From an optimization exercise on the open Yosys and OpenROAD flow, aimed at small area and a short achievable clock period; shortcuts taken in it are not production practice. RTL that was checked went through simulation tests only; none was proved equivalent to the original. Power and IR drop assume default switching activity.

Design top_module, start of the top module:
module top_module(
    input clk,
    input rst,
    input [31:0] ins_in,
    output [31:0] pc_out,
    output [31:0] ins_out,
    output [31:0] alu_result_out
);
    wire [31:0] pc;
    instruction_fetch_unit ifu(
        .clk(clk),
        .rst(rst),
        .pc(pc)
    );
    wire [5:0] alu_sel;
    wire       alu_inv;
    wire       is_itype;
    wire [4:0] rd_w;
    control_unit1 cu(
        .ins(ins_in),
        .alu_sel(alu_sel),
        .alu_inv(alu_inv),
        .is_itype(is_itype),
        .rd_w(rd_w)
    );
    wire [4:0] rs1 = ins_in[19:15];
    wire [4:0] rs2 = ins_in[24:20];
    wire [31:0] imm_i = {{20{ins_in[31]}}, ins_in[31:20]};
    reg [31:1] sel1, sel2;
    integer j;
    always @(*) begin
        for (j = 1; j < 32; j = j + 1) begin
            sel1[j] = (rs1 == j);
            sel2[j] = (rs2 == j) & ~is_itype;
        end
    end
    reg [31:0] ex_op1, ex_op2;
    reg [5:0]  ex_sel;
    reg        ex_inv;
    reg [4:0]  ex_rd;
    reg [31:0] m_res;           
    reg [4:0]  m_rd;
    reg [31:0] wb_res;          
    reg [4:0]  wb_rd;
    wire [31:0] data1, data2;
    register_file_unit1 rfu(
        .clk(clk),
        .rst(rst),
        .sel1(sel1),
        .sel2(sel2),
        .wr_rd(wb_rd),
        .wr_data(wb_res),
        .data1(data1),
        .data2(data2)
    );
    wire [31:0] alu_out;
    arithmetic_logic_unit1 alu(
        .operand1(ex_op1),
        .operand2(ex_op2),
  ...
For scale: roughly 130 I/O pins.
make LEC_CHECK=0 CAP_MARGIN=20 CORE_MARGIN=2 CORE_UTILIZATION=40 SETUP_SLACK_MARGIN=3.7 SLEW_MARGIN=20 TNS_END_PERCENT=10 finish   # period 6.5 ns
run.sh (not shown) runs the stock make flow with config.mk's settings and CLKGATE_MAP_FILE= SYNTH_SCRIPT=/design/flow/synth_recipe.tcl, a recipe that flattens the netlist after the stock synthesis.
The first run completed without violations.
Next try:
Settings changed: TNS_END_PERCENT 10 to default.
Outcome:
- The new run ran to the end with no violations
- setup slack is better by 0.012 ns
- combinational power rose by 5.1%
- core utilization rose by 0.96 points
- cell area rose by 1.9%
- die area stays the same
- global-route usage fell by 0.72 points
No functional check of the RTL was part of any run of this note.

========
Another version of the RTL of top_module (not shown whole).
Size in the first run: roughly 3700 cells after synthesis, about 1200 flip-flops, ~52000 sq um of cells after synthesis.
clock: 6.5 ns
lec_check: 0
cap_margin: 20
core_margin: 2
core_utilization: 40
cts_buf_list: sky130_fd_sc_hd__clkbuf_8 sky130_fd_sc_hd__clkbuf_16
cts_cluster_diameter: 80
cts_cluster_size: 24
setup_slack_margin: 3.75
slew_margin: 20
tns_end_percent: 0
standard.sh (not shown) runs the stock make flow with config.mk's settings and CLKGATE_MAP_FILE= SYNTH_SCRIPT=/design/flow/synth_recipe.tcl, a recipe that flattens the netlist after the stock synthesis.
==> flow/flow/run.sh <==
#!/bin/bash
# Layout flow: the standard layout (standard.sh: ORFS synthesis through finish,
# unchanged), except that the port buffers that buffer_ports inserts on every input
# and output are sky130_fd_sc_hd__buf_2 instead of the default delay-buffer cell.
# The make output goes to flow_make.log in this folder; ORFS keeps each step's own
# log under orfs/logs/.
set -euo pipefail
cd "$(dirname "$0")/.."
bash standard.sh "BUFFER_PORTS_ARGS=-buffer_cell sky130_fd_sc_hd__buf_2" finish > flow_make.log 2>&1
The baseline produced a clean layout.
Edit:
- TNS_END_PERCENT: 0 -> 10
The changed run finished with timing, DRC and antenna clean.
Critical path depth went down by 6.
Power went up by 0.42%.
Design area grows by 2.7%.
Utilization goes up by 1.2 points.
Sequential cell count is unchanged.
Final cell count is higher by 1.7%.
Synthesized area is unchanged.
Register-to-register slack loses 0.02 ns.
Edit:
- SETUP_SLACK_MARGIN: 3.75 -> 3.6
Global-route usage stays flat.
Cell area decreases slightly.
Worst setup slack gets worse by 0.11 ns.
Routed wire length decreases slightly.
Combinational power decreases by a little under a tenth.
Area after synthesis does not change.
Sequential power is about the same.
Fmax decreases by a few percent.
Edit:
- TNS_END_PERCENT: 10 -> 30
Outcome: The new run passed the timing, design-rule and antenna checks; clock skew came out higher by 0.012 ns; die area stays the same; combinational power is about the same; critical path depth stays the same; area after synthesis is unchanged.
Edit:
==> flow/flow/run.sh (replaced) <==
#!/bin/bash
# Layout flow: the standard layout (standard.sh: ORFS synthesis through finish,
# unchanged), with two changes to how cells are chosen:
#  - the port buffers that buffer_ports inserts on every input and output are
#    sky130_fd_sc_hd__buf_2 instead of the default delay-buffer cell;
#  - clock tree synthesis runs without dummy load cells (the clock buffers, cluster
#    size and diameter are the ones in config.mk).
# The make output goes to flow_make.log in this folder; ORFS keeps each step's own
# log under orfs/logs/.
set -euo pipefail
cd "$(dirname "$0")/.."
CTS="-sink_clustering_enable -repair_clock_nets -dont_use_dummy_load"
CTS="$CTS -buf_list {sky130_fd_sc_hd__clkbuf_8 sky130_fd_sc_hd__clkbuf_16}"
CTS="$CTS -sink_clustering_size 24 -sink_clustering_max_diameter 80"
bash standard.sh "BUFFER_PORTS_ARGS=-buffer_cell sky130_fd_sc_hd__buf_2" \
  "CTS_ARGS=$CTS" finish > flow_make.log 2>&1
- TNS_END_PERCENT: 30 -> 10
After rerunning: Area after synthesis stays the same; critical path depth stays the same; clock skew barely changes; sequential power is about the same; combinational power rises by about 1%; worst hold slack is better by 0.013 ns; total power falls by 3.9%; via count goes down by 0.37%.

re-timing with driven ports:
How much do the figures lean on ideal ports? The routed layouts below were timed once more, with nothing changed but the port constraints.
Step 1 (the two cells are an assumption about what drives the block):
set clk [get_ports {clk}]
set_driving_cell -lib_cell sky130_fd_sc_hd__clkbuf_16 $clk
set_driving_cell -lib_cell sky130_fd_sc_hd__buf_2 [delete_from_list [all_inputs] $clk]
Step 2 times the ports against the registers' clock, not the clock port: input delays grow and output delays shrink by t, the midpoint of the rising clock arrivals with the driver on.
Three values: no drivers, after step 1, after step 2; two values: the first two.
run | shift t [ns] | slack for setup (ns) | hold slack, ns | latest minus earliest clock arrival (ns) | cell pins on the clock port's net
the first run of note 1 | 0.862 | 3.244 / 3.244 / 2.447 | 0.351 / 0.351 / 0.351 | 0.044 / 0.044 | 1
the second run of note 1 | 0.832 | 3.256 / 3.288 / 2.456 | 0.344 / 0.344 / 0.344 | 0.071 / 0.071 | 1
the first run of note 2 | 0.795 | 3.326 / 3.343 / 2.548 | 0.330 / 0.330 / 0.330 | 0.047 / 0.047 | 1
the second run of note 2 | 0.799 | 3.501 / 3.440 / 2.785 | 0.341 / 0.341 / 0.341 | 0.056 / 0.056 | 1
the third run of note 2 | 0.792 | 3.394 / 3.374 / 2.639 | 0.339 / 0.339 / 0.339 | 0.037 / 0.037 | 1
the fourth run of note 2 | 0.793 | 3.353 / 3.399 / 2.605 | 0.328 / 0.328 / 0.328 | 0.050 / 0.051 | 1
the fifth run of note 2 | 0.770 | 3.216 / 3.265 / 2.494 | 0.341 / 0.341 / 0.341 | 0.049 / 0.049 | 1
After both steps every run listed still meets setup and hold. The setup slack of the second run of note 1, which loses most, moves by +0.032 ns with the drivers and by -0.800 ns with both steps.
